What follows belongs to an exercise in optimizing a design on an open flow for small area and a short achievable clock period; a production flow would make more cautious choices.
Where RTL was checked, it was by simulation tests only, not by an equivalence proof against the original.
Only the layout flow was run in runs 1 and 2; the RTL was not checked for function there.
Power and IR drop assume default switching activity.

`flow/run.sh`:
```
#!/bin/bash
# The standard layout, with two changes:
#  - synthesis maps the logic with flow/abc_map.script instead of ORFS's abc_speed.script
#    (flow/synth_abc.tcl is synth_recipe.tcl with that abc call swapped);
#  - the port buffers are made from the smallest buffer cell.
# Each tool writes its full log under orfs/logs; the make output goes to standard.log.
set -euo pipefail
HERE=$(pwd)
export ABC_SCRIPT=$HERE/flow/abc_map.script
export ABC_D=2000
export BUFFER_PORTS_ARGS="-buffer_cell sky130_fd_sc_hd__buf_1"
bash standard.sh SYNTH_SCRIPT=$HERE/flow/synth_abc.tcl finish > standard.log 2>&1
```
`flow/abc_map.script`:
```
strash
&get -n
&fraig -x
&put
scorr
dc2
dretime
strash
&get -n
&dch -f
&nf {D}
&put
buffer -c
upsize {D}
dnsize {D}
stime -p
```
`flow/synth_abc.tcl`:
```
proc synth {args} { yosys synth -nofsm -noshare {*}$args }
# abc with the mapping script named by ABC_SCRIPT and the delay target ABC_D (ps);
# the rest is synth_recipe.tcl unchanged
proc abc {args} {
  set i [lsearch -exact $args -script]
  if { $i >= 0 } { set args [lreplace $args [expr {$i + 1}] [expr {$i + 1}] $::env(ABC_SCRIPT)] }
  set j [lsearch -exact $args -D]
  if { $j >= 0 && [info exists ::env(ABC_D)] } { set args [lreplace $args [expr {$j + 1}] [expr {$j + 1}] $::env(ABC_D)] }
  yosys abc {*}$args
}
source $::env(SCRIPTS_DIR)/synth.tcl
# left out here: clear keep_hierarchy, flatten, clean up, hide names made inside functions, write 1_2_yosys.v
```
`standard.sh`:
```
#!/bin/bash
# synth_recipe.tcl (not shown) runs the flow's synth.tcl, then flattens the netlist and writes it again
# the make line also repeats each setting of config.mk as NAME=value (left out here)
make -C /OpenROAD-flow-scripts/flow DESIGN_CONFIG=/design/flow/config.mk WORK_HOME=/design/flow/orfs CLKGATE_MAP_FILE= SYNTH_SCRIPT=/design/flow/synth_recipe.tcl "${@:-finish}"
```
`config.mk`:
```
export PLATFORM = sky130hd
export DESIGN_NAME = rtc_top
export DESIGN_NICKNAME = rtc_top
export VERILOG_FILES = /design/flow/design.v
export SDC_FILE = /design/flow/constraint.sdc
export NUM_CORES = 4
export LEC_CHECK = 0
export CAP_MARGIN = 20
export CORE_MARGIN = 2
export CORE_UTILIZATION = 40
export CTS_BUF_LIST = sky130_fd_sc_hd__clkbuf_8
export CTS_CLUSTER_SIZE = 10
export SETUP_SLACK_MARGIN = 2.3
export SLEW_MARGIN = 20
```
`constraint.sdc`:
```
create_clock -name core_clock -period 5.0 [get_ports {clk_i}]
set_input_delay 1.0000 -clock core_clock [delete_from_list [all_inputs] [get_ports {clk_i}]]
set_output_delay 1.0000 -clock core_clock [all_outputs]
set_load 0.01 [all_outputs]
```
`design.v`:
```
module rtc_top (
                input logic         clk_i,
                input logic         rstn_i,
                input logic         date_update_i,
                input logic [31:0]  date_i,
                output logic [31:0] date_o,
                input logic         clock_update_i,
                output logic [21:0] clock_o,
                input logic [21:0]  clock_i,
                input logic [9:0]   init_sec_cnt_i,
                input logic         calibre_update_i,
                input logic [15:0]  calibre_sec_cnt_i,
                output logic [15:0] calibre_sec_cnt_o,
                input logic         timer_update_i,
                input logic         timer_enable_i,
                input logic         timer_retrig_i,
                input logic [16:0]  timer_target_i,
                output logic [16:0] timer_value_o,
                input logic         alarm_enable_i,
                input logic [5:0]   alarm_mask_i,
                input logic         alarm_update_clock_i,
                input logic [21:0]  alarm_clock_i,
                output logic [21:0] alarm_clock_o,
                input logic         alarm_update_date_i,
                input logic [31:0]  alarm_date_i,
                output logic [31:0] alarm_date_o,
                input logic         event_flag_update_i,
                input logic [1:0]   event_flag_i,
                output logic [1:0]  event_flag_o,
                output logic        event_o
                );
   logic [7:0]  r_seconds, r_minutes;
   logic [5:0]  r_hours;
   logic [5:0]  r_day;
   logic [4:0]  r_month;
   logic [13:0] r_year;
   logic [15:0] r_sec_counter, r_sec_cnt_calibre;
   logic        r_tick_lo, r_tick_hi;   
   logic        r_tick;
   logic [16:0] r_timer, r_timer_target;
   logic        r_timer_en, r_timer_retrig;
   logic        r_tmatch_lo, r_tmatch_hi;   
   logic        r_timer_match;
   logic [7:0]  r_alarm_seconds, r_alarm_minutes;
   logic [5:0]  r_alarm_hours;
   logic [13:0] r_alarm_year;
   logic [4:0]  r_alarm_month;
   logic [5:0]  r_alarm_day;
   logic [5:0]  r_alarm_mask;
   logic        r_alarm_enable;
   logic        r_sec59, r_min59, r_hour23;   
   logic        r_eom, r_eoy;     
   logic        n_eom;
   logic        r_match_a, r_match_b, r_match_c;
   logic        r_alarm_match;    
   logic [1:0]  r_event_flag;
   logic [7:0]  n_seconds, n_minutes;
   logic [5:0]  n_hours;
   logic [5:0]  n_day;
   logic [4:0]  n_month;
   logic [13:0] n_year;
   logic [15:0] n_sec_counter, n_sec_cnt_calibre;
   logic [16:0] n_timer, n_timer_target;
   logic        n_timer_en;
   logic [7:0]  n_alarm_seconds, n_alarm_minutes;
   logic [5:0]  n_alarm_hours;
   logic [13:0] n_alarm_year;
   logic [4:0]  n_alarm_month;
   logic [5:0]  n_alarm_day;
   logic [5:0]  n_alarm_mask;
   logic        n_alarm_enable;
   logic        n_match_a, n_match_b, n_match_c;
   logic [1:0]  n_event_flag;
   logic        s_alarm_event, s_timer_event;
   logic        s_upd_min, s_upd_hour, s_new_day;
   logic        s_end_of_month, s_end_of_year;
   assign r_tick        = r_tick_lo & r_tick_hi;
   assign r_timer_match = r_tmatch_lo & r_tmatch_hi;
   assign s_alarm_event = r_alarm_enable & r_match_a & r_match_b & r_match_c & ~r_alarm_match;
   assign s_timer_event = r_timer_en & r_timer_match;
   assign event_o       = s_alarm_event | s_timer_event;
   assign date_o            = {2'b00, r_year, 3'b000, r_month, 2'b00, r_day};
   assign clock_o           = {r_hours, r_minutes, r_seconds};
   assign calibre_sec_cnt_o = r_sec_cnt_calibre;
   assign timer_value_o     = r_timer;
   assign alarm_clock_o     = {r_alarm_hours, r_alarm_minutes, r_alarm_seconds};
   assign alarm_date_o      = {2'b00, r_alarm_year, 3'b000, r_alarm_month, 2'b00, r_alarm_day};
   assign event_flag_o      = r_event_flag;
   function automatic [3:0] inc4(input [3:0] x);
      inc4 = {x[3] ^ (&x[2:0]), x[2] ^ (&x[1:0]), x[1] ^ x[0], ~x[0]};
   endfunction
   function automatic [1:0] inc2(input [1:0] x);
      inc2 = {x[1] ^ x[0], ~x[0]};
   endfunction
   function automatic eom(input [5:0] d, input [4:0] m, input [13:0] y);
      logic leap;
      leap = (~y[0] & (y[4] == y[1])) & ((y[7:0] != 8'h00) | (~y[8] & (y[12] == y[9])));
      case (m)
        5'h01, 5'h03, 5'h05, 5'h07, 5'h08, 5'h10, 5'h12: eom = (d == 6'h31);
        5'h04, 5'h06, 5'h09, 5'h11:                      eom = (d == 6'h30);
        5'h02:   eom = (d == 6'h29) | (~leap & (d == 6'h28));
        default: eom = 1'b0;
      endcase
   endfunction
   logic [15:0] s_cnt_inc, n_count;
   assign s_cnt_inc[0] = ~r_sec_counter[0];
   assign s_cnt_inc[1] = r_sec_counter[1] ^ (&r_sec_counter[0:0]);
   assign s_cnt_inc[2] = r_sec_counter[2] ^ (&r_sec_counter[1:0]);
   assign s_cnt_inc[3] = r_sec_counter[3] ^ (&r_sec_counter[2:0]);
   assign s_cnt_inc[4] = r_sec_counter[4] ^ (&r_sec_counter[3:0]);
   assign s_cnt_inc[5] = r_sec_counter[5] ^ (&r_sec_counter[4:0]);
   assign s_cnt_inc[6] = r_sec_counter[6] ^ (&r_sec_counter[5:0]);
   assign s_cnt_inc[7] = r_sec_counter[7] ^ (&r_sec_counter[6:0]);
   assign s_cnt_inc[8] = r_sec_counter[8] ^ (&r_sec_counter[7:0]);
   assign s_cnt_inc[9] = r_sec_counter[9] ^ (&r_sec_counter[8:0]);
   assign s_cnt_inc[10] = r_sec_counter[10] ^ (&r_sec_counter[9:0]);
   assign s_cnt_inc[11] = r_sec_counter[11] ^ (&r_sec_counter[10:0]);
   assign s_cnt_inc[12] = r_sec_counter[12] ^ (&r_sec_counter[11:0]);
   assign s_cnt_inc[13] = r_sec_counter[13] ^ (&r_sec_counter[12:0]);
   assign s_cnt_inc[14] = r_sec_counter[14] ^ (&r_sec_counter[13:0]);
   assign s_cnt_inc[15] = r_sec_counter[15] ^ (&r_sec_counter[14:0]);
   always_comb begin
      n_sec_cnt_calibre = calibre_update_i ? calibre_sec_cnt_i : r_sec_cnt_calibre;
      if (clock_update_i) begin
         n_count       = {1'b0, init_sec_cnt_i, 5'h0};
         n_sec_counter = {1'b0, init_sec_cnt_i, 5'h1};
      end else if (r_tick) begin
         n_count       = 16'h0;
         n_sec_counter = 16'h1;
      end else begin
         n_count       = r_sec_counter;
         n_sec_counter = s_cnt_inc;
      end
   end
   assign s_upd_min  = r_tick & r_sec59;
   assign s_upd_hour = r_tick & r_sec59 & r_min59;
   assign s_new_day  = r_tick & r_sec59 & r_min59 & r_hour23;
   always_comb begin
      n_seconds = r_seconds;
      n_minutes = r_minutes;
      n_hours   = r_hours;
      if (clock_update_i) begin
         n_seconds = clock_i[7:0];
         n_minutes = clock_i[15:8];
         n_hours   = clock_i[21:16];
      end else begin
         if (r_tick) begin
            n_seconds[3:0] = (r_seconds[3:0] >= 4'h9) ? 4'h0 : inc4(r_seconds[3:0]);
            if (r_seconds >= 8'h59)
              n_seconds[7:4] = 4'h0;
            else if (r_seconds[3:0] >= 4'h9)
              n_seconds[7:4] = inc4(r_seconds[7:4]);
         end
         if (s_upd_min) begin
            n_minutes[3:0] = (r_minutes[3:0] >= 4'h9) ? 4'h0 : inc4(r_minutes[3:0]);
            if (r_minutes >= 8'h59)
              n_minutes[7:4] = 4'h0;
            else if (r_minutes[3:0] >= 4'h9)
              n_minutes[7:4] = inc4(r_minutes[7:4]);
         end
         if (s_upd_hour) begin
            if (r_hours >= 6'h23)
              n_hours = 6'h00;
            else if (r_hours[3:0] >= 4'h9)
              n_hours = {inc2(r_hours[5:4]), 4'h0};
            else
              n_hours[3:0] = inc4(r_hours[3:0]);
         end
      end
   end
   logic n_sec59, n_min59, n_hour23;
   always_comb begin
      if (clock_update_i) begin
         n_sec59  = (clock_i[7:0]   == 8'h59);
         n_min59  = (clock_i[15:8]  == 8'h59);
         n_hour23 = (clock_i[21:16] == 6'h23);
      end else begin
         n_sec59  = r_tick     ? (r_seconds == 8'h58) : r_sec59;
         n_min59  = s_upd_min  ? (r_minutes == 8'h58) : r_min59;
         n_hour23 = s_upd_hour ? (r_hours   == 6'h22) : r_hour23;
      end
   end
   assign s_end_of_month = r_eom;
   assign s_end_of_year  = r_eoy;
   always_comb begin
      if (date_update_i)
        n_eom = eom(date_i[5:0], date_i[12:8], date_i[29:16]);
      else if (s_new_day)
        n_eom = ~r_eom & eom((r_day[3:0] != 4'h9) ? {r_day[5:4], inc4(r_day[3:0])}
                                                  : {inc2(r_day[5:4]), 4'h0},
                             r_month, r_year);
      else
        n_eom = r_eom;
   end
   always_comb begin
      n_day   = r_day;
      n_month = r_month;
      n_year  = r_year;
      if (date_update_i) begin
         n_day   = date_i[5:0];
         n_month = date_i[12:8];
         n_year  = date_i[29:16];
      end else if (s_new_day) begin
         if (s_end_of_month)
           n_day = 6'h01;
         else if (r_day[3:0] != 4'h9)
           n_day[3:0] = inc4(r_day[3:0]);
         else
           n_day = {inc2(r_day[5:4]), 4'h0};
         if (s_end_of_year)
           n_month = 5'h01;
         else if (s_end_of_month) begin
            if (r_month[3:0] != 4'h9)
              n_month[3:0] = inc4(r_month[3:0]);
            else
              n_month = {1'b1, 4'h0};
         end
         if (s_end_of_year) begin
            if (r_year[3:0] != 4'h9)
              n_year[3:0] = inc4(r_year[3:0]);
            else begin
               n_year[3:0] = 4'h0;
               if (r_year[7:4] != 4'h9)
                 n_year[7:4] = inc4(r_year[7:4]);
               else begin
                  n_year[7:4] = 4'h0;
                  if (r_year[11:8] != 4'h9)
                    n_year[11:8] = inc4(r_year[11:8]);
                  else begin
                     n_year[11:8]  = 4'h0;
                     n_year[13:12] = inc2(r_year[13:12]);
                  end
               end
            end
         end
      end
   end
   always_comb begin
      n_alarm_seconds = r_alarm_seconds;
      n_alarm_minutes = r_alarm_minutes;
      n_alarm_hours   = r_alarm_hours;
      n_alarm_mask    = r_alarm_mask;
      n_alarm_enable  = r_alarm_enable;
      if (alarm_update_clock_i) begin
         n_alarm_enable  = alarm_enable_i;
         n_alarm_seconds = alarm_clock_i[7:0];
         n_alarm_minutes = alarm_clock_i[15:8];
         n_alarm_hours   = alarm_clock_i[21:16];
         n_alarm_mask    = alarm_mask_i;
      end else if (s_alarm_event)
        n_alarm_enable = 1'b0;
      n_alarm_year  = r_alarm_year;
      n_alarm_month = r_alarm_month;
      n_alarm_day   = r_alarm_day;
      if (alarm_update_date_i) begin
         n_alarm_year  = alarm_date_i[29:16];
         n_alarm_month = alarm_date_i[12:8];
         n_alarm_day   = alarm_date_i[5:0];
      end
   end
   assign n_match_a = (n_alarm_mask[5] | (n_year    == n_alarm_year))    &
                      (n_alarm_mask[4] | (n_month   == n_alarm_month));
   assign n_match_b = (n_alarm_mask[3] | (n_day     == n_alarm_day))     &
                      (n_alarm_mask[2] | (n_hours   == n_alarm_hours));
   assign n_match_c = (n_alarm_mask[1] | (n_minutes == n_alarm_minutes)) &
                      (n_alarm_mask[0] | (n_seconds == n_alarm_seconds));
   logic [16:0] s_timer_inc;
   assign s_timer_inc[0] = ~r_timer[0];
   assign s_timer_inc[1] = r_timer[1] ^ (&r_timer[0:0]);
   assign s_timer_inc[2] = r_timer[2] ^ (&r_timer[1:0]);
   assign s_timer_inc[3] = r_timer[3] ^ (&r_timer[2:0]);
   assign s_timer_inc[4] = r_timer[4] ^ (&r_timer[3:0]);
   assign s_timer_inc[5] = r_timer[5] ^ (&r_timer[4:0]);
   assign s_timer_inc[6] = r_timer[6] ^ (&r_timer[5:0]);
   assign s_timer_inc[7] = r_timer[7] ^ (&r_timer[6:0]);
   assign s_timer_inc[8] = r_timer[8] ^ (&r_timer[7:0]);
   assign s_timer_inc[9] = r_timer[9] ^ (&r_timer[8:0]);
   assign s_timer_inc[10] = r_timer[10] ^ (&r_timer[9:0]);
   assign s_timer_inc[11] = r_timer[11] ^ (&r_timer[10:0]);
   assign s_timer_inc[12] = r_timer[12] ^ (&r_timer[11:0]);
   assign s_timer_inc[13] = r_timer[13] ^ (&r_timer[12:0]);
   assign s_timer_inc[14] = r_timer[14] ^ (&r_timer[13:0]);
   assign s_timer_inc[15] = r_timer[15] ^ (&r_timer[14:0]);
   assign s_timer_inc[16] = r_timer[16] ^ (&r_timer[15:0]);
   logic n_tmatch_lo, n_tmatch_hi;
   always_comb begin
      if (timer_update_i) begin
         n_tmatch_lo = (timer_target_i[8:0]  == 9'h0);
         n_tmatch_hi = (timer_target_i[16:9] == 8'h0);
      end else if (r_timer_en & r_timer_match) begin
         n_tmatch_lo = (r_timer_target[8:0]  == 9'h0);
         n_tmatch_hi = (r_timer_target[16:9] == 8'h0);
      end else if (r_timer_en) begin
         n_tmatch_lo = (s_timer_inc[8:0]  == r_timer_target[8:0]);
         n_tmatch_hi = (s_timer_inc[16:9] == r_timer_target[16:9]);
      end else begin
         n_tmatch_lo = r_tmatch_lo;
         n_tmatch_hi = r_tmatch_hi;
      end
   end
   always_comb begin
      n_timer_target = r_timer_target;
      n_timer_en     = r_timer_en;
      n_timer        = r_timer;
      if (timer_update_i) begin
         n_timer_en     = timer_enable_i;
         n_timer_target = timer_target_i;
         n_timer        = 17'h0;
      end else if (r_timer_en) begin
         if (r_timer_match) begin
            if (!r_timer_retrig)
              n_timer_en = 1'b0;
            n_timer = 17'h0;
         end else
           n_timer = s_timer_inc;
      end
   end
   always_comb begin
      n_event_flag = r_event_flag;
      if (event_flag_update_i) begin
         if (event_flag_i[0]) n_event_flag[0] = 1'b0;
         if (event_flag_i[1]) n_event_flag[1] = 1'b0;
      end else if (s_alarm_event)
        n_event_flag[0] = 1'b1;
      else if (s_timer_event)
        n_event_flag[1] = 1'b1;
   end
   always_ff @(posedge clk_i or negedge rstn_i) begin
      if (~rstn_i) begin
         r_seconds         <= 8'h0;
         r_minutes         <= 8'h0;
         r_hours           <= 6'h0;
         r_day             <= 6'h01;
         r_month           <= 5'h01;
         r_year            <= 14'h2000;
         r_sec_counter     <= 16'h1;
         r_sec_cnt_calibre <= 16'h7FFF;
         r_tick_lo         <= 1'b0;
         r_tick_hi         <= 1'b0;
         r_timer           <= 17'h0;
         r_timer_target    <= 17'h0;
         r_timer_en        <= 1'b0;
         r_timer_retrig    <= 1'b0;
         r_tmatch_lo       <= 1'b0;   
         r_tmatch_hi       <= 1'b0;
         r_alarm_seconds   <= 8'h0;
         r_alarm_minutes   <= 8'h0;
         r_alarm_hours     <= 6'h0;
         r_alarm_year      <= 14'h0;
         r_alarm_month     <= 5'h0;
         r_alarm_day       <= 6'h0;
         r_alarm_mask      <= 6'h0;
         r_alarm_enable    <= 1'b0;
         r_sec59           <= 1'b0;
         r_min59           <= 1'b0;
         r_hour23          <= 1'b0;
         r_eom             <= 1'b0;
         r_eoy             <= 1'b0;
         r_match_a         <= 1'b0;
         r_match_b         <= 1'b0;
         r_match_c         <= 1'b0;
         r_alarm_match     <= 1'b0;
         r_event_flag      <= 2'h0;
      end else begin
         r_seconds         <= n_seconds;
         r_minutes         <= n_minutes;
         r_hours           <= n_hours;
         r_day             <= n_day;
         r_month           <= n_month;
         r_year            <= n_year;
         r_sec_counter     <= n_sec_counter;
         r_sec_cnt_calibre <= n_sec_cnt_calibre;
         r_tick_lo         <= (n_count[7:0]  == n_sec_cnt_calibre[7:0]);
         r_tick_hi         <= (n_count[15:8] == n_sec_cnt_calibre[15:8]);
         r_timer           <= n_timer;
         r_timer_target    <= n_timer_target;
         r_timer_en        <= n_timer_en;
         if (timer_update_i)
           r_timer_retrig  <= timer_retrig_i;
         r_tmatch_lo       <= n_tmatch_lo;
         r_tmatch_hi       <= n_tmatch_hi;
         r_alarm_seconds   <= n_alarm_seconds;
         r_alarm_minutes   <= n_alarm_minutes;
         r_alarm_hours     <= n_alarm_hours;
         r_alarm_year      <= n_alarm_year;
         r_alarm_month     <= n_alarm_month;
         r_alarm_day       <= n_alarm_day;
         r_alarm_mask      <= n_alarm_mask;
         r_alarm_enable    <= n_alarm_enable;
         r_sec59           <= n_sec59;
         r_min59           <= n_min59;
         r_hour23          <= n_hour23;
         r_eom             <= n_eom;
         r_eoy             <= n_eom & (date_update_i ? (date_i[12:8] == 5'h12) : (r_month == 5'h12));
         r_match_a         <= n_match_a;
         r_match_b         <= n_match_b;
         r_match_c         <= n_match_c;
         r_alarm_match     <= r_match_a & r_match_b & r_match_c;
         r_event_flag      <= n_event_flag;
      end
   end
endmodule  
```
==> results of run 1 <==
[worst paths after layout]
| path | to | slack, ns | cells after the start |
|---|---|---|---|
| max | r_match_a$_DFF_PN0_ | 2.29 | 11 |
| min in group core_clock | r_sec_counter[15]$_DFF_PN0_ | 0.48 | 1 |
| min reg2reg | r_sec_counter[15]$_DFF_PN0_ | 0.48 | 1 |
| max in group asynchronous | r_tick_lo$_DFF_PN0_ | 3.60 | 2 |
| max reg2reg | r_match_a$_DFF_PN0_ | 2.29 | 11 |
| min | r_timer[14]$_DFFE_PN0P_ | 0.40 | 1 |
[state kept, by name (all words and copies together), names as in the netlist, 8 cells and up]
name / flops
r_alarm_minutes: 8
r_alarm_seconds: 8
r_alarm_year: 14
r_minutes: 8
r_sec_cnt_calibre: 16
r_sec_counter: 16
r_seconds: 8
r_timer: 17
r_timer_target: 17
r_year: 14
[through the flow]
stage | setup WS (ns) | util (%)
finish | 2.290 | 48.63
global route | 2.144 | 48.62
CTS | 2.294 | 47.98
detailed placement | 1.535 | 45.82
global placement | 1.589 | 45.82
floorplan | 2.293 | -
[cells by family after synthesis]
family | synth area share, %
buffers and inverters | 4.254
and+or+nand+nor | 14.45
adders and majority gates | 5.224
other | 0.03728
DFF | 46.01
xor gates and xnor gates | 7.139
muxes | 9.204
AOI/OAI and AO/OA | 13.68
[power by group through the flow]
stage                     registers, mW  logic [mW]  clock network (mW)
after CTS                          1.73       0.700                1.04
final                              1.73       0.708               0.992
after detailed placement           1.76       0.678                   0
after global placement             1.76       0.668                   0
after global routing               1.75       0.791                1.09
after floorplan                    1.78       0.390                   0
[layout make-up]
class	instances	area [um^2]	share of cell area [%]
multi-input cells	718	5254	43.28
flip-flops and latches	184	4633	38.17
repair buffers	311	1295	10.67
well taps	330	412.9	3.401
clock buffers	17	234.0	1.927
inverters	45	168.9	1.391
clock inverters	15	138.9	1.144
diodes	1	2.502	0.02061
[what timing repair did]
action	in CTS	in global routing
pin swaps	11	12
endpoints found under the setup margin	5	5
resized for setup	26	27
cloned	0	0
buffers inserted	9	5
[layer usage]
metal	track usage, %	vias up	wire (um)
met5	0	-	0
met4	6.758	0	544
met3	3.794	28	1169
met2	33.40	233	12940
met1	27.00	4128	12260
li1	-	4094	-
[cells in the final DEF (no fill, tap or decap), types with 5 or more instances in the layout]
| master | netlist | layout |
|---|---|---|
| a21boi_0 | 10 | 9 |
| a21oi_1 | 34 | 33 |
| a22o_1 | 13 | 13 |
| a22oi_1 | 9 | 9 |
| a31oi_1 | 13 | 12 |
| and2_1 | 6 | 6 |
| and3_1 | 22 | 19 |
| buf_1 | 5 | 282 |
| buf_4 | 15 | 21 |
| clkbuf_8 | 0 | 17 |
| conb_1 | 1 | 14 |
| dfrtp_1 | 165 | 161 |
| dfstp_2 | 19 | 19 |
| ha_1 | 42 | 40 |
| inv_1 | 45 | 46 |
| inv_8 | 0 | 5 |
| mux2_2 | 68 | 68 |
| mux2i_1 | 16 | 16 |
| nand2_1 | 90 | 90 |
| nand2b_1 | 8 | 8 |
| nand3_1 | 15 | 15 |
| nand3b_1 | 5 | 5 |
| nand4_1 | 11 | 11 |
| nor2_1 | 69 | 68 |
| nor2b_1 | 5 | 5 |
| nor3_1 | 14 | 14 |
| nor4_1 | 19 | 16 |
| o211ai_1 | 6 | 6 |
| o21ai_0 | 55 | 51 |
| o31ai_1 | 14 | 13 |
| xnor2_1 | 37 | 36 |
| xor2_1 | 45 | 45 |
==> flow_summary.yaml, run 1 <==
status:
  status: "no timing/DRC/antenna violations"
timing:
  clock_skew_ns: 0.02853
  fin_crit_ns: 2.710
  finalSetupViolCount: 0
  final-hold-violation-count: 0
  tightestPinTransition_ns: 0.8646
  slew_viol_final: 0
  relSlewSlack_pct: 42.36
  tns_ns: 0
  rsz0062_at_grt: "true"
  post-route-period-util_pct: 54.20
  hold_slack_ns: 0.3975
  max_freq_mhz: 369.0
clock_tree:
  cts_tree: "done"
  postCtsHoldBufs: 0
  htree_levels: 4
  clockBufferDepth: 2
  cts.sinks: 184
  clk_pin_slew_ns: 0.11
  cts_made_buffers: 17
  clockRootBuffer: "clkbuf_8"
  clk_latency_ns: 0.47
route:
  routed_wl_um: 26920
  drt_iter0_drc: 431
  routedWlPerCell_um: 16.61
  via_count: 8483
  drtPass1Iterations: 5
  remaining_drc_errors: 0
  antenna_left: 0
  vias_per_cell: 5.233
yosys:
  synth_top_cells_by_count: "dfrtp_1 (165), nand2_1 (90), nor2_1 (69), mux2_2 (68), o21ai_0 (55)"
  ys_ff_latch: 184
  synth.distinct_cells: 66
  synth_top_area_share_pct: 41.04
  netlist_area_um2: 10060
  yosysMostFrequentCell: "dfrtp_1"
  synth_ff_type: "dfrtp_1"
  yosysWarningCount: 1
  ys_seq_area_share_pct: 46.01
  synth.avg_cell_area_um2: 10.20
  synth_edf_count: 0
  syn_inst: 986
  synthArstFlopShare_pct: 100.0
  synth_area_leaders: "dfrtp_1 (41%), mux2_2 (7.6%), ha_1 (5.2%), dfstp_2 (5.0%), xor2_1 (3.9%)"
  synth_top_cell_by_area: "dfrtp_1"
global_routing:
  overflow: 0
  grt_pass1_wl_um: 42830
  antenna_found_initial: 0
  grt_max_degree: 117
  grt_util_all_layers_pct: 20.28
  grt_pass1_vias: 8334
die:
  dieArea_um2: 26430
  die_height_um: 162.6
  io_pins: 315
  initial_core_util_pct: 40.30
  core-area_um2: 24960
  die_w_um: 162.6
  rows: 58
placement:
  dp_hpwl_um: 20310
  dp_cells: 1574
  post_dp_cell_area_um2: 11440
  io_buffer_count: 286
  place.gp.congestion: 0.8510
pwr:
  sequentialPowerShare_pct: 50.5
  p_clk_share_pct: 28.9
  pwr-share-comb_pct: 20.6
  switching_share_pct: 33.36
  p_sw_mw: 1.146
  cell_internal_pwr_mw: 2.289
  peakVddDrop_mv: 0.1478
  powerDensity_nw_per_um2: 282.9
  leakage_nw: 5.086
  power_mw: 3.434
setup_path:
  cp_data_required_time_ns: 5.39
  worst-path-buf-inv: 1
  critPathMaxStageDelay_ns: 0.42
  critPathTopFamily: "compound AO/OA/AOI/OAI gates"
  r2r_start: "r_year[1]$_DFF_PN0_"
  end_kind: "flop"
  cpMaxStageDelayCell: "dfrtp_1"
  arrival_ns: 3.10
  worstSetupPathType: "reg2reg"
  cp_cell_sequence: "inv_2 -> ha_4 -> and3b_2 -> and4_4 -> a21boi_2 -> o31a_1 -> xor2_1 -> a2111oi_2 -> and4bb_1 -> nand4_1 -> a21oi_1"
  cp_max_fo: 4
  startpoint: "r_year[1]$_DFF_PN0_"
  cp-start-kind: "flop"
cells_and_area:
  fillers: 2441
  fin_nets: 1490
  layout-drive-gt1-share_pct: 14.50
  areaGrowthSynthToFinish_pct: 20.67
  fin_cells: 1621
  fin_area_um2: 12140
flow_run:
  maxCapViolations: 0
min_path:
  hold_path_class: "in2async"
==> inputs of run 2 (changes only) <==
--- a/config.mk
+++ b/config.mk
@@ -7,7 +7,7 @@
 export LEC_CHECK = 0
 export CAP_MARGIN = 20
 export CORE_MARGIN = 2
-export CORE_UTILIZATION = 40
+export CORE_UTILIZATION = 55
 export CTS_BUF_LIST = sky130_fd_sc_hd__clkbuf_8
 export CTS_CLUSTER_SIZE = 10
 export SETUP_SLACK_MARGIN = 2.3
==> flow_summary.yaml, run 2 <==
setup_path:
  worst-path-buf-inv: 1
  cp_cell_sequence: "inv_2 -> ha_1 -> and3b_2 -> and4_4 -> a21boi_1 -> o31a_1 -> xor2_1 -> a2111oi_2 -> and4bb_1 -> nand4_1 -> a21oi_1"
  worstSetupPathType: "reg2reg"
  cpMaxStageDelayCell: "dfrtp_1"
  r2r_start: "r_year[1]$_DFF_PN0_"
  cp_data_required_time_ns: 5.39
  r2r_slack_ns: 2.30
  end_kind: "flop"
  cp_max_fo: 8
  worstReg2RegEnd: "r_match_a$_DFF_PN0_"
  critPathMaxStageDelay_ns: 0.41
  arrival_ns: 3.09
  r2r_cells: 11
  critPathTopFamily: "simple AND/OR/NAND/NOR gates"
  cp-start-kind: "flop"
route:
  remaining_drc_errors: 0
  vias_per_cell: 5.594
  antenna_left: 0
  drt_iter0_drc: 395
  routedWlPerCell_um: 16.90
  routed_wl_um: 25760
  via_count: 8525
  drtPass1Iterations: 5
clock_tree:
  postCtsHoldBufs: 0
  clockBufferDepth: 2
  clockRootBuffer: "clkbuf_8"
  cts_made_buffers: 17
  clk_pin_slew_ns: 0.10
  htree_levels: 4
  cts_tree: "done"
  cts.sinks: 184
  clk_latency_ns: 0.47
timing:
  rsz0062_at_grt: "true"
  clock_skew_ns: 0.01722
  post-route-period-util_pct: 53.92
  hold_slack_ns: 0.4751
  relSlewSlack_pct: 42.30
  tightestPinTransition_ns: 0.8655
  tns_ns: 0
  final-hold-violation-count: 0
  slew_viol_final: 0
  fin_crit_ns: 2.696
  max_freq_mhz: 370.9
  finalSetupViolCount: 0
placement:
  place.gp.congestion: 0.8846
  dp_hpwl_um: 19210
  io_buffer_count: 286
  dp_cells: 1471
  post_dp_cell_area_um2: 11300
cells_and_area:
  layout_common_cells: "buf_1 (281), dfrtp_1 (162), nand2_1 (90)"
  fillers: 1548
  multi_input_area_um2: 5298
  seq_area_um2: 4632
  areaGrowthSynthToFinish_pct: 20.31
  fin_area_um2: 12100
  final_common_cell: "buf_1"
  fin_nets: 1492
  reg.largest.list: "r_timer (17), r_timer_target (17)"
  layout-drive-gt1-share_pct: 15.02
  fin_cells: 1524
global_routing:
  overflow: 0
  grt_max_degree: 66
  grt_util_all_layers_pct: 26.20
  antenna_found_initial: 3
  grt_pass1_wl_um: 41060
  grt_pass1_vias: 8122
yosys:
  synth_compound_area_share_pct: 13.68
  synth.distinct_cells: 66
  synth_xor_xnor_area_share_pct: 7.139
  synth_top_area_share_pct: 41.04
  syn_inst: 986
  yosysMostFrequentCell: "dfrtp_1"
  synth_edf_count: 0
  synthArstFlopShare_pct: 100.0
  synth_top_cells_by_count: "dfrtp_1 (165), nand2_1 (90), nor2_1 (69), mux2_2 (68), o21ai_0 (55)"
  synth_area_leaders: "dfrtp_1 (41%), mux2_2 (7.6%), ha_1 (5.2%), dfstp_2 (5.0%), xor2_1 (3.9%)"
  yosysWarningCount: 1
  synth_top_cell_by_area: "dfrtp_1"
  synthMuxAreaShare_pct: 9.204
  synth_top_family_by_area: "simple AND/OR/NAND/NOR gates"
  synthAdderAreaFrac_pct: 5.224
  ys_seq_area_share_pct: 46.01
  ys_ff_latch: 184
  netlist_area_um2: 10060
  synth_simple_gate_area_share_pct: 14.45
  synth_ff_type: "dfrtp_1"
  synth.avg_cell_area_um2: 10.20
min_path:
  holdPathStages: 1
  hold_path_class: "reg2reg"
  min_from: "r_sec_counter[15]$_DFF_PN0_"
  min_to: "r_sec_counter[15]$_DFF_PN0_"
die:
  rows: 49
  die_w_um: 139.2
  core-area_um2: 17960
  die_height_um: 139.2
  io_pins: 315
  dieArea_um2: 19390
  initial_core_util_pct: 56.00
flow_run:
  maxCapViolations: 0
pwr:
  powerDensity_nw_per_um2: 289.4
  peakVddDrop_mv: 0.2230
  leakage_nw: 5.116
status:
  status: "no timing/DRC/antenna violations"
run 2: changes by cell type in the layout (fill, tap and decap cells not counted), sizes merged:
cell	before	now
diode	1	3
clkinv	4	2
clkinvlp	2	3
buf	308	310
inv	54	52
bufinv	0	2
clkbuf	20	21
run 2: repair_timing:
| item | 4_1_cts | 5_1_grt |
|---|---|---|
| resized for setup | 29 | 30 |
| pin swaps | 8 | 23 |
| endpoints found under the hold margin | 0 | 0 |
| setup endpoints to repair | 7 | 6 |
| buffers inserted | 4 | 14 |
run 2: report_power, final:
part,switching [mW],internal [mW]
clock network,0.586,0.472
logic,0.402,0.302
registers,0.115,1.62
total,1.10,2.40
run 2: cells by family (layout without fill, tap and decap cells):
kind of cell,Yosys count,count (layout)
AOI/OAI and AO/OA,205,205
buffers and inverters,97,390
xor gates and xnor gates,82,82
adders and majority gates,42,42
other,1,17
muxes,84,84
and+or+nand+nor,291,291
DFF,184,184
run 2: worst max path at each step:
stage	from	endpoint	slack [ns]	cells after the start
5_1_grt	r_year[1]$_DFF_PN0_	r_match_a$_DFF_PN0_	2.20	11
4_1_cts	r_year[1]$_DFF_PN0_	r_match_a$_DFF_PN0_	2.23	11
2_1_floorplan	date_update_i	r_match_b$_DFF_PN0_	2.29	9
6_report	r_year[1]$_DFF_PN0_	r_match_a$_DFF_PN0_	2.30	11
3_5_place_dp	date_update_i	r_match_a$_DFF_PN0_	1.56	8
3_3_place_gp	date_update_i	r_match_a$_DFF_PN0_	1.58	10
run 2: metal layers:
metal	GRT usage, %	routed length (um)	vias up
met5	0	0	-
met4	9.942	727	0
met3	5.299	1443	46
met2	42.57	12490	285
met1	34.93	11100	4097
li1	-	-	4097
run 2: metrics by stage:
step	setup slack [ns]	total power, mW	utilization, %
final	2.304	3.503	67.37
after global routing	2.203	3.685	67.36
after CTS	2.226	3.507	65.95
after detailed placement	1.561	2.432	62.88
after global placement	1.575	2.422	62.88
after floorplan	2.293	2.172	-
run 2: final cells by class:
class / count / share of cell area (%)
timing repair buffer: 313 / 10.72
inverter: 45 / 1.396
multi-input combinational: 718 / 43.77
antenna: 3 / 0.06203
clock buffer: 18 / 2.047
sequential: 184 / 38.27
clock inverter: 14 / 1.365
tap: 229 / 2.367
==> inputs of run 3 (changes only) <==
--- a/design.v
+++ b/design.v
@@ -51,7 +51,7 @@
    logic        r_sec59, r_min59, r_hour23;   
    logic        r_eom, r_eoy;     
    logic        n_eom;
-   logic        r_match_a, r_match_b, r_match_c;
+   logic [5:0]  r_match;          
    logic        r_alarm_match;    
    logic [1:0]  r_event_flag;
    logic [7:0]  n_seconds, n_minutes;
@@ -69,14 +69,14 @@
    logic [5:0]  n_alarm_day;
    logic [5:0]  n_alarm_mask;
    logic        n_alarm_enable;
-   logic        n_match_a, n_match_b, n_match_c;
+   logic [5:0]  n_match;
    logic [1:0]  n_event_flag;
    logic        s_alarm_event, s_timer_event;
    logic        s_upd_min, s_upd_hour, s_new_day;
    logic        s_end_of_month, s_end_of_year;
    assign r_tick        = r_tick_lo & r_tick_hi;
    assign r_timer_match = r_tmatch_lo & r_tmatch_hi;
-   assign s_alarm_event = r_alarm_enable & r_match_a & r_match_b & r_match_c & ~r_alarm_match;
+   assign s_alarm_event = r_alarm_enable & (&r_match) & ~r_alarm_match;
    assign s_timer_event = r_timer_en & r_timer_match;
    assign event_o       = s_alarm_event | s_timer_event;
    assign date_o            = {2'b00, r_year, 3'b000, r_month, 2'b00, r_day};
@@ -258,12 +258,12 @@
          n_alarm_day   = alarm_date_i[5:0];
       end
    end
-   assign n_match_a = (n_alarm_mask[5] | (n_year    == n_alarm_year))    &
-                      (n_alarm_mask[4] | (n_month   == n_alarm_month));
-   assign n_match_b = (n_alarm_mask[3] | (n_day     == n_alarm_day))     &
-                      (n_alarm_mask[2] | (n_hours   == n_alarm_hours));
-   assign n_match_c = (n_alarm_mask[1] | (n_minutes == n_alarm_minutes)) &
-                      (n_alarm_mask[0] | (n_seconds == n_alarm_seconds));
+   assign n_match[5] = n_alarm_mask[5] | (n_year    == n_alarm_year);
+   assign n_match[4] = n_alarm_mask[4] | (n_month   == n_alarm_month);
+   assign n_match[3] = n_alarm_mask[3] | (n_day     == n_alarm_day);
+   assign n_match[2] = n_alarm_mask[2] | (n_hours   == n_alarm_hours);
+   assign n_match[1] = n_alarm_mask[1] | (n_minutes == n_alarm_minutes);
+   assign n_match[0] = n_alarm_mask[0] | (n_seconds == n_alarm_seconds);
    logic [16:0] s_timer_inc;
    assign s_timer_inc[0] = ~r_timer[0];
    assign s_timer_inc[1] = r_timer[1] ^ (&r_timer[0:0]);
@@ -356,9 +356,7 @@
          r_hour23          <= 1'b0;
          r_eom             <= 1'b0;
          r_eoy             <= 1'b0;
-         r_match_a         <= 1'b0;
-         r_match_b         <= 1'b0;
-         r_match_c         <= 1'b0;
+         r_match           <= 6'b0;   
          r_alarm_match     <= 1'b0;
          r_event_flag      <= 2'h0;
       end else begin
@@ -392,10 +390,8 @@
          r_hour23          <= n_hour23;
          r_eom             <= n_eom;
          r_eoy             <= n_eom & (date_update_i ? (date_i[12:8] == 5'h12) : (r_month == 5'h12));
-         r_match_a         <= n_match_a;
-         r_match_b         <= n_match_b;
-         r_match_c         <= n_match_c;
-         r_alarm_match     <= r_match_a & r_match_b & r_match_c;
+         r_match           <= n_match;
+         r_alarm_match     <= &r_match;
          r_event_flag      <= n_event_flag;
       end
    end
--- a/config.mk
+++ b/config.mk
@@ -7,8 +7,8 @@
 export LEC_CHECK = 0
 export CAP_MARGIN = 20
 export CORE_MARGIN = 2
-export CORE_UTILIZATION = 55
+export CORE_UTILIZATION = 40
 export CTS_BUF_LIST = sky130_fd_sc_hd__clkbuf_8
-export CTS_CLUSTER_SIZE = 10
-export SETUP_SLACK_MARGIN = 2.3
+export CTS_CLUSTER_SIZE = 8
+export SETUP_SLACK_MARGIN = 2.5
 export SLEW_MARGIN = 20
==> flow_summary.yaml, run 3 <==
timing:
  slew_viol_final: 0
  fin_crit_ns: 2.544
  rsz0062_at_grt: "true"
  final-hold-violation-count: 0
  max_freq_mhz: 393.0
  tns_ns: 0
  post-route-period-util_pct: 50.89
  tightestPinTransition_ns: 0.8932
  relSlewSlack_pct: 40.45
  finalSetupViolCount: 0
  clock_skew_ns: 0.02121
setup_path:
  cp-start-kind: "flop"
  cp-endpoint: "r_match[5]$_DFF_PN0_"
  cp_max_fo: 5
  cp_data_required_time_ns: 5.39
  worstSetupPathType: "reg2reg"
  startpoint: "r_year[1]$_DFF_PN0_"
  r2r_start: "r_year[1]$_DFF_PN0_"
  r2r_cells: 11
  r2r_slack_ns: 2.46
  arrival_ns: 2.93
  end_kind: "flop"
  worstReg2RegEnd: "r_match[5]$_DFF_PN0_"
cells_and_area:
  layout_common_cells: "buf_1 (279), dfrtp_1 (163), nand2_1 (93)"
  reg.largest.list: "r_timer (17), r_timer_target (17)"
  n_antenna_cell: 0
  areaGrowthSynthToFinish_pct: 21.99
  final_common_cell: "buf_1"
  fillers: 2429
  fin_nets: 1496
  layout-drive-gt1-share_pct: 18.29
yosys:
  synthArstFlopShare_pct: 100.0
  synth_edf_count: 0
  yosysWarningCount: 1
  synth_top_cell_by_area: "dfrtp_1"
  synth_area_leaders: "dfrtp_1 (41%), mux2_2 (8.1%), ha_1 (5.2%), dfstp_2 (4.9%), xnor2_1 (3.9%)"
  synth.avg_cell_area_um2: 10.42
  yosysMostFrequentCell: "dfrtp_1"
  synth_top_area_share_pct: 41.22
  synth_ff_type: "dfrtp_1"
  netlist_area_um2: 10200
  synth.distinct_cells: 77
  ys_ff_latch: 187
  ys_seq_area_share_pct: 46.11
  syn_inst: 979
  synth_top_cells_by_count: "dfrtp_1 (168), nand2_1 (95), mux2_2 (73), o21ai_0 (58), nor2_1 (53)"
min_path:
  hold_path_class: "reg2reg"
clock_tree:
  cts.sinks: 187
  clk_pin_slew_ns: 0.11
  cts_made_buffers: 17
  htree_levels: 4
  clk_latency_ns: 0.46
  cts_tree: "done"
  clockRootBuffer: "clkbuf_8"
  clockBufferDepth: 2
global_routing:
  grt_pass1_wl_um: 43180
  grt_util_all_layers_pct: 20.41
  overflow: 0
  grt_max_degree: 99
  grt_pass1_vias: 8326
  antenna_found_initial: 0
route:
  antenna_left: 0
  drt_iter0_drc: 488
  remaining_drc_errors: 0
  routedWlPerCell_um: 16.97
  routed_wl_um: 27590
  via_count: 8379
  drtPass1Iterations: 5
  vias_per_cell: 5.153
pwr:
  leakage_nw: 5.196
  powerDensity_nw_per_um2: 286.6
  power_mw: 3.567
  peakVddDrop_mv: 0.1489
placement:
  place.gp.congestion: 0.8751
  io_buffer_count: 286
  dp_hpwl_um: 20730
die:
  core-area_um2: 25110
  io_pins: 315
  initial_core_util_pct: 40.62
  die_w_um: 163.7
  die_height_um: 163.7
  dieArea_um2: 26790
  rows: 58
flow_run:
  maxCapViolations: 0
status:
  status: "no timing/DRC/antenna violations"
==> run 3: cell type report <==
type | count | area, um^2 | share of cell area (%)
Clock buffer | 17 | 234.0 | 1.880
Clock inverter | 15 | 175.2 | 1.408
Inverter | 42 | 161.4 | 1.297
Multi-Input combinational cell | 713 | 5365 | 43.12
Sequential cell | 187 | 4710 | 37.85
Tap cell | 330 | 412.9 | 3.318
Timing Repair Buffer | 322 | 1385 | 11.13
==> run 3: logic make-up after synthesis <==
group | Yosys count | synth area share, %
mux | 89 | 9.630
other cells | 1 | 0.03677
simple gates | 281 | 14.29
flops | 187 | 46.11
xor+xnor | 85 | 7.569
fa+ha+maj | 42 | 5.152
compound gates | 202 | 13.10
buf+inv | 92 | 4.109
==> run 3: report_power, final <==
group	total [mW]	switching, mW	internal [mW]
combinational	0.745	0.425	0.320
sequential	1.77	0.118	1.65
clock	1.05	0.626	0.425
==> run 3: stage by stage <==
step	instance area (um^2)	util (%)	worst slack (ns)	hold WS (ns)	std cells
after floorplan	10260	-	2.505	0.4470	992
after global placement	11550	46.01	1.445	0.4595	1566
after detailed placement	11550	46.01	1.410	0.4666	1566
after CTS	12160	48.44	2.439	0.4908	1611
after global routing	12440	49.56	2.324	0.5197	1626
final	12440	49.56	2.456	0.4854	1626
==> run 3: worst max-delay path, stage by stage (launching register included) <==
cell and delay, ns:
dfrtp_2 0.47, inv_2 0.07, ha_1 0.12, and3b_2 0.23, and4_4 0.29, nor2_4 0.05
a22o_1 0.22, xnor2_1 0.15, nor3b_4 0.25, nand4_1 0.14, nor4b_2 0.32, a21o_1 0.16
==> run 3: routing by layer <==
metal	routed length [um]	global-route usage, %	part of all wire, %
met5	0	0	0
met4	278	4.625	1.0
met3	1733	5.256	6.3
met2	13500	34.40	49
met1	12080	26.36	44
==> run 3: worst min path at each step <==
stage | startpoint | end | slack (ns) | cells after the start
detailed placement | r_event_flag[1]$_DFFE_PN0P_ | r_event_flag[1]$_DFFE_PN0P_ | 0.47 | 2
global placement | r_event_flag[1]$_DFFE_PN0P_ | r_event_flag[1]$_DFFE_PN0P_ | 0.46 | 2
global route | r_sec_counter[0]$_DFF_PN1_ | r_sec_counter[0]$_DFF_PN1_ | 0.52 | 1
finish | r_event_flag[1]$_DFFE_PN0P_ | r_event_flag[1]$_DFFE_PN0P_ | 0.49 | 2
CTS | r_event_flag[1]$_DFFE_PN0P_ | r_event_flag[1]$_DFFE_PN0P_ | 0.49 | 2
floorplan | r_alarm_mask[0]$_DFF_PN0_ | r_alarm_mask[0]$_DFF_PN0_ | 0.45 | 2
==> run 3: what timing repair did <==
item	CTS	global route
gates resized for setup	35	56
pin swaps	12	37
endpoints found under the hold margin	0	0
hold buffers	0	0
endpoints found under the setup margin	11	12
buffers inserted	13	15
==> inputs of run 4 (changes only) <==
--- a/config.mk
+++ b/config.mk
@@ -9,6 +9,7 @@
 export CORE_MARGIN = 2
 export CORE_UTILIZATION = 40
 export CTS_BUF_LIST = sky130_fd_sc_hd__clkbuf_8
-export CTS_CLUSTER_SIZE = 8
-export SETUP_SLACK_MARGIN = 2.5
+export CTS_CLUSTER_SIZE = 10
+export PLACE_DENSITY = 0.75
+export SETUP_SLACK_MARGIN = 2.3
 export SLEW_MARGIN = 20
==> flow_summary.yaml, run 4 <==
route:
  antenna_left: 0
  via_count: 8406
  drt_iter0_drc: 569
  routedWlPerCell_um: 16.89
  vias_per_cell: 5.234
  drtPass1Iterations: 5
  remaining_drc_errors: 0
  routed_wl_um: 27130
pwr:
  leakage_nw: 5.068
  peakVddDrop_mv: 0.1531
  powerDensity_nw_per_um2: 291.4
global_routing:
  grt_max_degree: 82
  grt_util_all_layers_pct: 19.93
  grt_pass1_vias: 8212
  overflow: 0
  grt_pass1_wl_um: 42080
  antenna_found_initial: 0
clock_tree:
  postCtsHoldBufs: 0
  cts_made_buffers: 17
  clk_pin_slew_ns: 0.12
  clockBufferDepth: 2
  clk_latency_ns: 0.46
  cts_tree: "done"
  clockRootBuffer: "clkbuf_8"
  htree_levels: 4
  cts.sinks: 187
timing:
  slew_viol_final: 0
  tns_ns: 0
  relSlewSlack_pct: 38.57
  rsz0062_at_grt: "true"
  max_freq_mhz: 386.9
  tightestPinTransition_ns: 0.9214
  final-hold-violation-count: 0
  post-route-period-util_pct: 51.69
  clock_skew_ns: 0.01551
  finalSetupViolCount: 0
  fin_crit_ns: 2.585
setup_path:
  end_kind: "flop"
  cp-start-kind: "flop"
  cpMaxStageDelayCell: "dfrtp_2"
  r2r_start: "r_year[1]$_DFF_PN0_"
  cp_cell_sequence: "inv_1 -> ha_1 -> and3b_1 -> and4_4 -> nor2_1 -> a22o_1 -> xnor2_1 -> nor3b_4 -> nand4_1 -> nor4b_2 -> a21o_1"
  worstSetupPathType: "reg2reg"
  arrival_ns: 2.99
  critPathMaxStageDelay_ns: 0.46
  cp_max_fo: 6
  cp_data_required_time_ns: 5.41
  startpoint: "r_year[1]$_DFF_PN0_"
die:
  die_w_um: 163.7
  die_height_um: 163.7
  dieArea_um2: 26790
  io_pins: 315
  rows: 58
  initial_core_util_pct: 40.62
  core-area_um2: 25110
yosys:
  synth_edf_count: 0
  synth_area_leaders: "dfrtp_1 (41%), mux2_2 (8.1%), ha_1 (5.2%), dfstp_2 (4.9%), xnor2_1 (3.9%)"
  synth.avg_cell_area_um2: 10.42
  yosysWarningCount: 1
  ys_seq_area_share_pct: 46.11
  synth_ff_type: "dfrtp_1"
  yosysMostFrequentCell: "dfrtp_1"
  synth.distinct_cells: 77
  ys_ff_latch: 187
  synthArstFlopShare_pct: 100.0
  syn_inst: 979
  netlist_area_um2: 10200
  synth_top_area_share_pct: 41.22
  synth_top_cell_by_area: "dfrtp_1"
  synth_top_cells_by_count: "dfrtp_1 (168), nand2_1 (95), mux2_2 (73), o21ai_0 (58), nor2_1 (53)"
cells_and_area:
  fin_cells: 1606
  layout_common_cells: "buf_1 (281), dfrtp_1 (161), nand2_1 (95)"
  n_antenna_cell: 0
  final_common_cell: "buf_1"
  fin_nets: 1476
  areaGrowthSynthToFinish_pct: 19.03
  reg.largest.list: "r_timer (17), r_timer_target (17)"
  layout-drive-gt1-share_pct: 14.42
  fillers: 2397
min_path:
  min_from: "r_alarm_mask[4]$_DFF_PN0_"
  hold_path_class: "reg2reg"
status:
  status: "no timing/DRC/antenna violations"
placement:
  dp_hpwl_um: 20720
  dp_cells: 1566
  place.gp.congestion: 0.9136
  io_buffer_count: 286
flow_run:
  maxCapViolations: 0
==> run 4: cell counts after synthesis <==
No cell type changed its count.
==> run 4: metal layers <==
layer  part of all wire [%]  track usage, %  vias up
li1                       -               -     4029
met1                     44           25.71     4055
met2                     49           33.67      289
met3                    6.2           4.469       33
met4                    1.5           5.502        0
met5                      0               0        -
==> run 4: critical path: cells and delay by family (launching register included) <==
family	cells	cell delay (ns)
flip-flops	1	0.46
AO/OA/AOI/OAI	2	0.38
XOR/XNOR	1	0.18
buffers and inverters	1	0.10
AND/OR/NAND/NOR	6	1.30
adder cells (fa/ha/maj)	1	0.14
==> run 4: final cells by class <==
class	instances	area [um^2]	share of cell area (%)
Clock inverter	14	172.7	1.422
Sequential cell	187	4712	38.81
Clock buffer	18	247.7	2.041
Inverter	42	157.7	1.299
Multi-Input combinational cell	713	5214	42.95
Timing Repair Buffer	302	1224	10.08
Tap cell	330	412.9	3.401
==> run 4: through the flow <==
stage	power [mW]	cell area, um^2	util (%)	hold slack, ns	worst slack, ns
after floorplan	2.217	10250	-	0.4470	2.344
after global placement	2.472	11550	46.01	0.4683	1.510
after detailed placement	2.494	11550	46.01	0.4747	1.487
after CTS	3.561	11990	47.74	0.5019	2.305
after global routing	3.732	12140	48.35	0.5221	2.249
final	3.538	12140	48.35	0.4962	2.416
==> run 4: worst paths after layout <==
check                                             endpoint  slack (ns)  cells after the start
max in group asynchronous             r_hours[1]$_DFF_PN0_        3.29                      2
min in group asynchronous       r_sec_counter[1]$_DFF_PN0_        0.60                      1
worst max register to register        r_match[5]$_DFF_PN0_        2.42                     11
worst max-delay path                  r_match[5]$_DFF_PN0_        2.42                     11
worst min register to register   r_alarm_mask[4]$_DFF_PN0_        0.50                      2
worst min-delay path             r_alarm_mask[4]$_DFF_PN0_        0.50                      2
==> run 4: power by group <==
| part | internal, mW | leakage (nW) | switching (mW) |
|---|---|---|---|
| Sequential | 1.65 | 2.23 | 0.122 |
| Clock | 0.399 | 0.210 | 0.658 |
| Combinational | 0.299 | 2.62 | 0.406 |
==> run 4: kinds of logic after synthesis <==
logic type,synth area share [%]
adders and majority gates,5.152
xor gates and xnor gates,7.569
muxes,9.630
buffers and inverters,4.109
other,0.03677
AOI/OAI and AO/OA,13.10
and+or+nand+nor,14.29
DFF,46.11
==> run 4: repair_timing <==
item                       in CTS  in global routing
pin swaps                       0                  9
resized for setup               5                 31
buffers inserted                0                  8
setup endpoints to repair       3                  9
==> inputs of run 5 (changes only) <==
--- a/config.mk
+++ b/config.mk
@@ -10,6 +10,6 @@
 export CORE_UTILIZATION = 40
 export CTS_BUF_LIST = sky130_fd_sc_hd__clkbuf_8
 export CTS_CLUSTER_SIZE = 10
-export PLACE_DENSITY = 0.75
+export GPL_TIMING_DRIVEN = 1
 export SETUP_SLACK_MARGIN = 2.3
 export SLEW_MARGIN = 20
==> flow_summary.yaml, run 5 <==
status:
  status: "no timing/DRC/antenna violations"
placement:
  place.gp.congestion: 0.8736
  dp_hpwl_um: 20550
  dp_cells: 1565
  io_buffer_count: 286
global_routing:
  grt_max_degree: 188
  grt_util_all_layers_pct: 20.21
  grt_pass1_wl_um: 42690
  grt_pass1_vias: 8060
  overflow: 0
  antenna_found_initial: 0
setup_path:
  worstSetupPathType: "reg2reg"
  cp-start-kind: "flop"
  end_kind: "flop"
  r2r_start: "r_timer[0]$_DFFE_PN0P_"
  cp_max_fo: 5
  startpoint: "r_timer[0]$_DFFE_PN0P_"
  arrival_ns: 2.98
  cp_data_required_time_ns: 5.40
timing:
  hold_slack_ns: 0.4923
  post-route-period-util_pct: 51.68
  max_freq_mhz: 387.0
  finalSetupViolCount: 0
  rsz0062_at_grt: "true"
  clock_skew_ns: 0.02149
  tightestPinTransition_ns: 0.8775
  tns_ns: 0
  fin_crit_ns: 2.584
  final-hold-violation-count: 0
  relSlewSlack_pct: 41.50
  slew_viol_final: 0
route:
  routed_wl_um: 27460
  vias_per_cell: 5.275
  via_count: 8477
  routedWlPerCell_um: 17.09
  drtPass1Iterations: 5
  antenna_left: 0
  remaining_drc_errors: 0
  drt_iter0_drc: 432
flow_run:
  maxCapViolations: 0
cells_and_area:
  final_common_cell: "buf_1"
  fillers: 2446
  reg.largest.list: "r_timer (17), r_timer_target (17)"
  fin_cells: 1607
  fin_nets: 1477
  n_antenna_cell: 0
  layout_common_cells: "buf_1 (281), dfrtp_1 (164), nand2_1 (95)"
  layout-drive-gt1-share_pct: 14.41
  areaGrowthSynthToFinish_pct: 19.17
yosys:
  synth_top_area_share_pct: 41.22
  synth_edf_count: 0
  ys_ff_latch: 187
  synth_top_cells_by_count: "dfrtp_1 (168), nand2_1 (95), mux2_2 (73), o21ai_0 (58), nor2_1 (53)"
  yosysWarningCount: 1
  synth_top_cell_by_area: "dfrtp_1"
  syn_inst: 979
  netlist_area_um2: 10200
  ys_seq_area_share_pct: 46.11
  yosysMostFrequentCell: "dfrtp_1"
  synth.avg_cell_area_um2: 10.42
  synth.distinct_cells: 77
  synth_area_leaders: "dfrtp_1 (41%), mux2_2 (8.1%), ha_1 (5.2%), dfstp_2 (4.9%), xnor2_1 (3.9%)"
  synthArstFlopShare_pct: 100.0
  synth_ff_type: "dfrtp_1"
die:
  rows: 58
  core-area_um2: 25110
  initial_core_util_pct: 40.62
  die_w_um: 163.7
  die_height_um: 163.7
  io_pins: 315
  dieArea_um2: 26790
clock_tree:
  htree_levels: 4
  clockBufferDepth: 2
  clockRootBuffer: "clkbuf_8"
  cts_made_buffers: 17
  cts_tree: "done"
  postCtsHoldBufs: 0
  clk_latency_ns: 0.48
  clk_pin_slew_ns: 0.11
  cts.sinks: 187
pwr:
  peakVddDrop_mv: 0.1282
  powerDensity_nw_per_um2: 287.4
  leakage_nw: 5.062
min_path:
  min_from: "r_event_flag[1]$_DFFE_PN0P_"
  hold_path_class: "reg2reg"
[run 5: report_power, final]
part / leakage, nW / switching [mW] / internal [mW]
clock network: 0.199 / 0.636 / 0.374
logic: 2.63 / 0.406 / 0.301
registers: 2.24 / 0.122 / 1.65
[run 5: repair_timing]
| action | 4_1_cts | 5_1_grt |
|---|---|---|
| gates resized for setup | 5 | 33 |
| cloned | 0 | 1 |
| setup endpoints to repair | 4 | 8 |
| pin swaps | 0 | 10 |
| buffers inserted | 0 | 8 |
[run 5: path summary, 6_finish.rpt]
check	to	slack (ns)	depth (start not counted)
worst min register to register	r_event_flag[1]$_DFFE_PN0P_	0.49	2
max in group asynchronous	r_year[1]$_DFF_PN0_	3.53	3
min in group asynchronous	r_minutes[4]$_DFF_PN0_	0.56	2
worst max register to register	r_tmatch_hi$_DFFE_PN0P_	2.42	12
worst max-delay path	r_tmatch_hi$_DFFE_PN0P_	2.42	12
worst min-delay path	r_event_flag[1]$_DFFE_PN0P_	0.49	2
[run 5: critical path: stages (launching register included)]
cell      delay [ns]
dfrtp_2         0.47
ha_4            0.18
and3_4          0.19
and4_4          0.20
ha_4            0.16
xnor2_2         0.18
xor2_1          0.15
nand2_1         0.07
nand4b_1        0.19
nor4b_2         0.27
nand4_1         0.13
a31oi_1         0.19
o32a_1          0.15
[run 5: cells by family (layout without fill, tap and decap cells)]
group / after synthesis / in the layout / share of synthesized area (%)
xor gates and xnor gates: 85 / 85 / 7.569
DFF: 187 / 187 / 46.11
AOI/OAI and AO/OA: 202 / 202 / 13.10
adders and majority gates: 42 / 42 / 5.152
other: 1 / 14 / 0.03677
and+or+nand+nor: 281 / 282 / 14.29
muxes: 89 / 89 / 9.630
buffers and inverters: 92 / 376 / 4.109
[run 5: through the flow]
stage / instance area (um^2) / power [mW] / util (%) / worst slack (ns)
after detailed placement: 11550 / 2.493 / 45.99 / 1.463
after global routing: 12160 / 3.700 / 48.41 / 2.244
after floorplan: 10250 / 2.217 / - / 2.344
final: 12160 / 3.493 / 48.41 / 2.416
after global placement: 11540 / 2.482 / 45.98 / 1.455
after CTS: 11960 / 3.522 / 47.63 / 2.284
[run 5: layer usage]
layer / vias up / routed length (um) / GRT usage, %
met5: - / 0 / 0
met4: 0 / 391 / 4.585
met3: 26 / 1973 / 5.688
met2: 271 / 12810 / 31.97
met1: 4126 / 12280 / 27.59
li1: 4054 / - / -
[run 5: final cells by class]
type	instances	area [um^2]	area share [%]
repair buffers	302	1235	10.16
inverters	42	161.4	1.328
well taps	330	412.9	3.397
multi-input cells	714	5250	43.19
clock buffers	17	234.0	1.925
clock inverters	15	153.9	1.266
flip-flops and latches	187	4708	38.73
==> inputs of run 6 (changes only) <==
--- a/config.mk
+++ b/config.mk
@@ -10,6 +10,5 @@
 export CORE_UTILIZATION = 40
 export CTS_BUF_LIST = sky130_fd_sc_hd__clkbuf_8
 export CTS_CLUSTER_SIZE = 10
-export GPL_TIMING_DRIVEN = 1
 export SETUP_SLACK_MARGIN = 2.3
 export SLEW_MARGIN = 20
==> flow_summary.yaml, run 6 <==
cells_and_area:
  final_common_cell: "buf_1"
  layout_common_cells: "buf_1 (281), dfrtp_1 (164), nand2_1 (95)"
  n_antenna_cell: 0
  fin_nets: 1477
  fillers: 2446
  reg.largest.list: "r_timer (17), r_timer_target (17)"
  areaGrowthSynthToFinish_pct: 19.17
  postLayoutCoreUtil_pct: 48.41
  multi_input_area_um2: 5250
  layout-drive-gt1-share_pct: 14.41
  seq_area_um2: 4708
die:
  initial_core_util_pct: 40.62
  dieArea_um2: 26790
  rows: 58
  core-area_um2: 25110
  die_w_um: 163.7
  die_height_um: 163.7
  io_pins: 315
pwr:
  leakage_nw: 5.062
  peakVddDrop_mv: 0.1282
  powerDensity_nw_per_um2: 287.4
  power_mw: 3.493
clock_tree:
  htree_levels: 4
  clockBufferDepth: 2
  cts_tree: "done"
  cts.sinks: 187
  clk_latency_ns: 0.48
  postCtsHoldBufs: 0
  clockRootBuffer: "clkbuf_8"
  cts_made_buffers: 17
  clk_pin_slew_ns: 0.11
timing:
  relSlewSlack_pct: 41.50
  post-route-period-util_pct: 51.68
  final-hold-violation-count: 0
  tightestPinTransition_ns: 0.8775
  slew_viol_final: 0
  tns_ns: 0
  clock_skew_ns: 0.02149
  fin_crit_ns: 2.584
  finalSetupViolCount: 0
  rsz0062_at_grt: "true"
  max_freq_mhz: 387.0
global_routing:
  grt_max_degree: 188
  grt_pass1_vias: 8060
  grt_pass1_wl_um: 42690
  antenna_found_initial: 0
  overflow: 0
  grt_util_all_layers_pct: 20.21
setup_path:
  worstSetupPathType: "reg2reg"
  arrival_ns: 2.98
  cp_common_cell: "ha_4"
  cp-start-kind: "flop"
  end_kind: "flop"
  r2r_start: "r_timer[0]$_DFFE_PN0P_"
  critPathTopFamily: "simple AND/OR/NAND/NOR gates"
  r2r_slack_ns: 2.42
  r2r_cells: 12
  worstReg2RegEnd: "r_tmatch_hi$_DFFE_PN0P_"
  worst-path-buf-inv: 0
  critPathMaxStageDelay_ns: 0.47
  cp_cell_sequence: "ha_4 -> and3_4 -> and4_4 -> ha_4 -> xnor2_2 -> xor2_1 -> nand2_1 -> nand4b_1 -> nor4b_2 -> nand4_1 -> a31oi_1 -> o32a_1"
  cp_data_required_time_ns: 5.40
  cp-endpoint: "r_tmatch_hi$_DFFE_PN0P_"
  cpMaxStageDelayCell: "dfrtp_2"
  startpoint: "r_timer[0]$_DFFE_PN0P_"
  cp.depth: 12
  cp_max_fo: 5
yosys:
  netlist_area_um2: 10200
  syn_inst: 979
  synth_area_leaders: "dfrtp_1 (41%), mux2_2 (8.1%), ha_1 (5.2%), dfstp_2 (4.9%), xnor2_1 (3.9%)"
  synth_top_area_share_pct: 41.22
  synth_edf_count: 0
  ys_seq_area_share_pct: 46.11
  ys_ff_latch: 187
  synth_ff_type: "dfrtp_1"
  synth_top_cells_by_count: "dfrtp_1 (168), nand2_1 (95), mux2_2 (73), o21ai_0 (58), nor2_1 (53)"
  synthArstFlopShare_pct: 100.0
  synth.distinct_cells: 77
  yosysMostFrequentCell: "dfrtp_1"
  synth.avg_cell_area_um2: 10.42
  yosysWarningCount: 1
  synth_top_cell_by_area: "dfrtp_1"
route:
  drtPass1Iterations: 5
  via_count: 8477
  remaining_drc_errors: 0
  routed_wl_um: 27460
  drt_iter0_drc: 432
  routedWlPerCell_um: 17.09
  vias_per_cell: 5.275
  antenna_left: 0
flow_run:
  maxCapViolations: 0
status:
  status: "no timing/DRC/antenna violations"
placement:
  place.gp.congestion: 0.8736
  dp_hpwl_um: 20550
  io_buffer_count: 286
min_path:
  hold_path_class: "reg2reg"
run 6: cell counts after synthesis:
Identical to the previous run, type by type.
run 6: power by group:
part	internal, mW	total [mW]	leakage (nW)	switching, mW
registers	1.65	1.78	2.24	0.122
clock network	0.374	1.01	0.199	0.636
logic	0.301	0.708	2.63	0.406
run 6: layer usage:
layer	up-vias	GRT usage, %	wire, um
met5	-	0	0
met4	0	4.585	391
met3	26	5.688	1973
met2	271	31.97	12810
met1	4126	27.59	12280
li1	4054	-	-
run 6: worst min path at each step:
stage	start	endpoint	slack, ns	cells after the start
after floorplan	r_alarm_mask[0]$_DFF_PN0_	r_alarm_mask[0]$_DFF_PN0_	0.45	2
after global placement	r_event_flag[1]$_DFFE_PN0P_	r_event_flag[1]$_DFFE_PN0P_	0.46	2
after detailed placement	r_event_flag[1]$_DFFE_PN0P_	r_event_flag[1]$_DFFE_PN0P_	0.47	2
after CTS	r_event_flag[1]$_DFFE_PN0P_	r_event_flag[1]$_DFFE_PN0P_	0.49	2
after global routing	r_sec_counter[0]$_DFF_PN1_	r_sec_counter[0]$_DFF_PN1_	0.52	1
final	r_event_flag[1]$_DFFE_PN0P_	r_event_flag[1]$_DFFE_PN0P_	0.49	2
run 6: area by class of cell:
class / instances / share of cell area (%)
tap: 330 / 3.397
multi-input combinational: 714 / 43.19
inverter: 42 / 1.328
clock buffer: 17 / 1.925
sequential: 187 / 38.73
clock inverter: 15 / 1.266
timing repair buffer: 302 / 10.16
run 6: repair_timing:
item,4_1_cts,5_1_grt
buffers inserted,0,8
setup endpoints to repair,4,8
resized for setup,5,33
pin swaps,0,10
gates cloned,0,1
run 6: logic make-up (layout without fill, tap and decap cells):
kind of cell / Yosys count / count (layout) / share of synthesized area (%)
other: 1 / 14 / 0.03677
xor gates and xnor gates: 85 / 85 / 7.569
and+or+nand+nor: 281 / 282 / 14.29
adders and majority gates: 42 / 42 / 5.152
AOI/OAI and AO/OA: 202 / 202 / 13.10
muxes: 89 / 89 / 9.630
buffers and inverters: 92 / 376 / 4.109
DFF: 187 / 187 / 46.11
run 6: metrics by stage:
stage | hold WS (ns) | worst slack (ns) | instances | cell area [um^2]
3_5_place_dp | 0.4687 | 1.463 | 1565 | 11550
6_report | 0.4923 | 2.416 | 1607 | 12160
3_3_place_gp | 0.4592 | 1.455 | 1565 | 11540
2_1_floorplan | 0.4470 | 2.344 | 992 | 10250
5_1_grt | 0.5209 | 2.244 | 1607 | 12160
4_1_cts | 0.4945 | 2.284 | 1597 | 11960
run 6: worst reg2reg max path, stage by stage, from the launching register on:
cell      delay [ns]
dfrtp_2         0.47
ha_4            0.18
and3_4          0.19
and4_4          0.20
ha_4            0.16
xnor2_2         0.18
xor2_1          0.15
nand2_1         0.07
nand4b_1        0.19
nor4b_2         0.27
nand4_1         0.13
a31oi_1         0.19
o32a_1          0.15

## afterwards: timing with drivers on the ports
Ports are ideal in the flow. The routed layouts listed here were re-timed in OpenROAD. Step 1, drivers: a clkbuf_16 drives clk_i and a buf_2 each remaining input, both assumed. Step 2 adds t to the input delays and takes it off the output delays; t is the mean of the earliest and latest rising clock arrival at the registers after step 1. Input paths then give back, and output paths get back, about the clock's delay inside the block. Three values: ideal ports, drivers, drivers and shift; two values: the first two.
run	shift t [ns]	setup slack, ns	clock arrival spread, ns
run 1	0.500	2.290 / 2.290 / 1.899	0.029 / 0.029
run 2	0.506	2.304 / 2.304 / 1.906	0.019 / 0.019
run 3	0.488	2.456 / 2.456 / 2.022	0.022 / 0.022
run 4	0.496	2.416 / 2.391 / 1.976	0.025 / 0.026
run 5	0.504	2.416 / 2.416 / 1.985	0.029 / 0.029
run 6	0.504	2.416 / 2.416 / 1.985	0.029 / 0.029
After both steps every run listed still meets setup and hold. For run 4, which loses most, drivers alone change the setup slack by -0.025 ns; drivers and shift together by -0.440 ns.
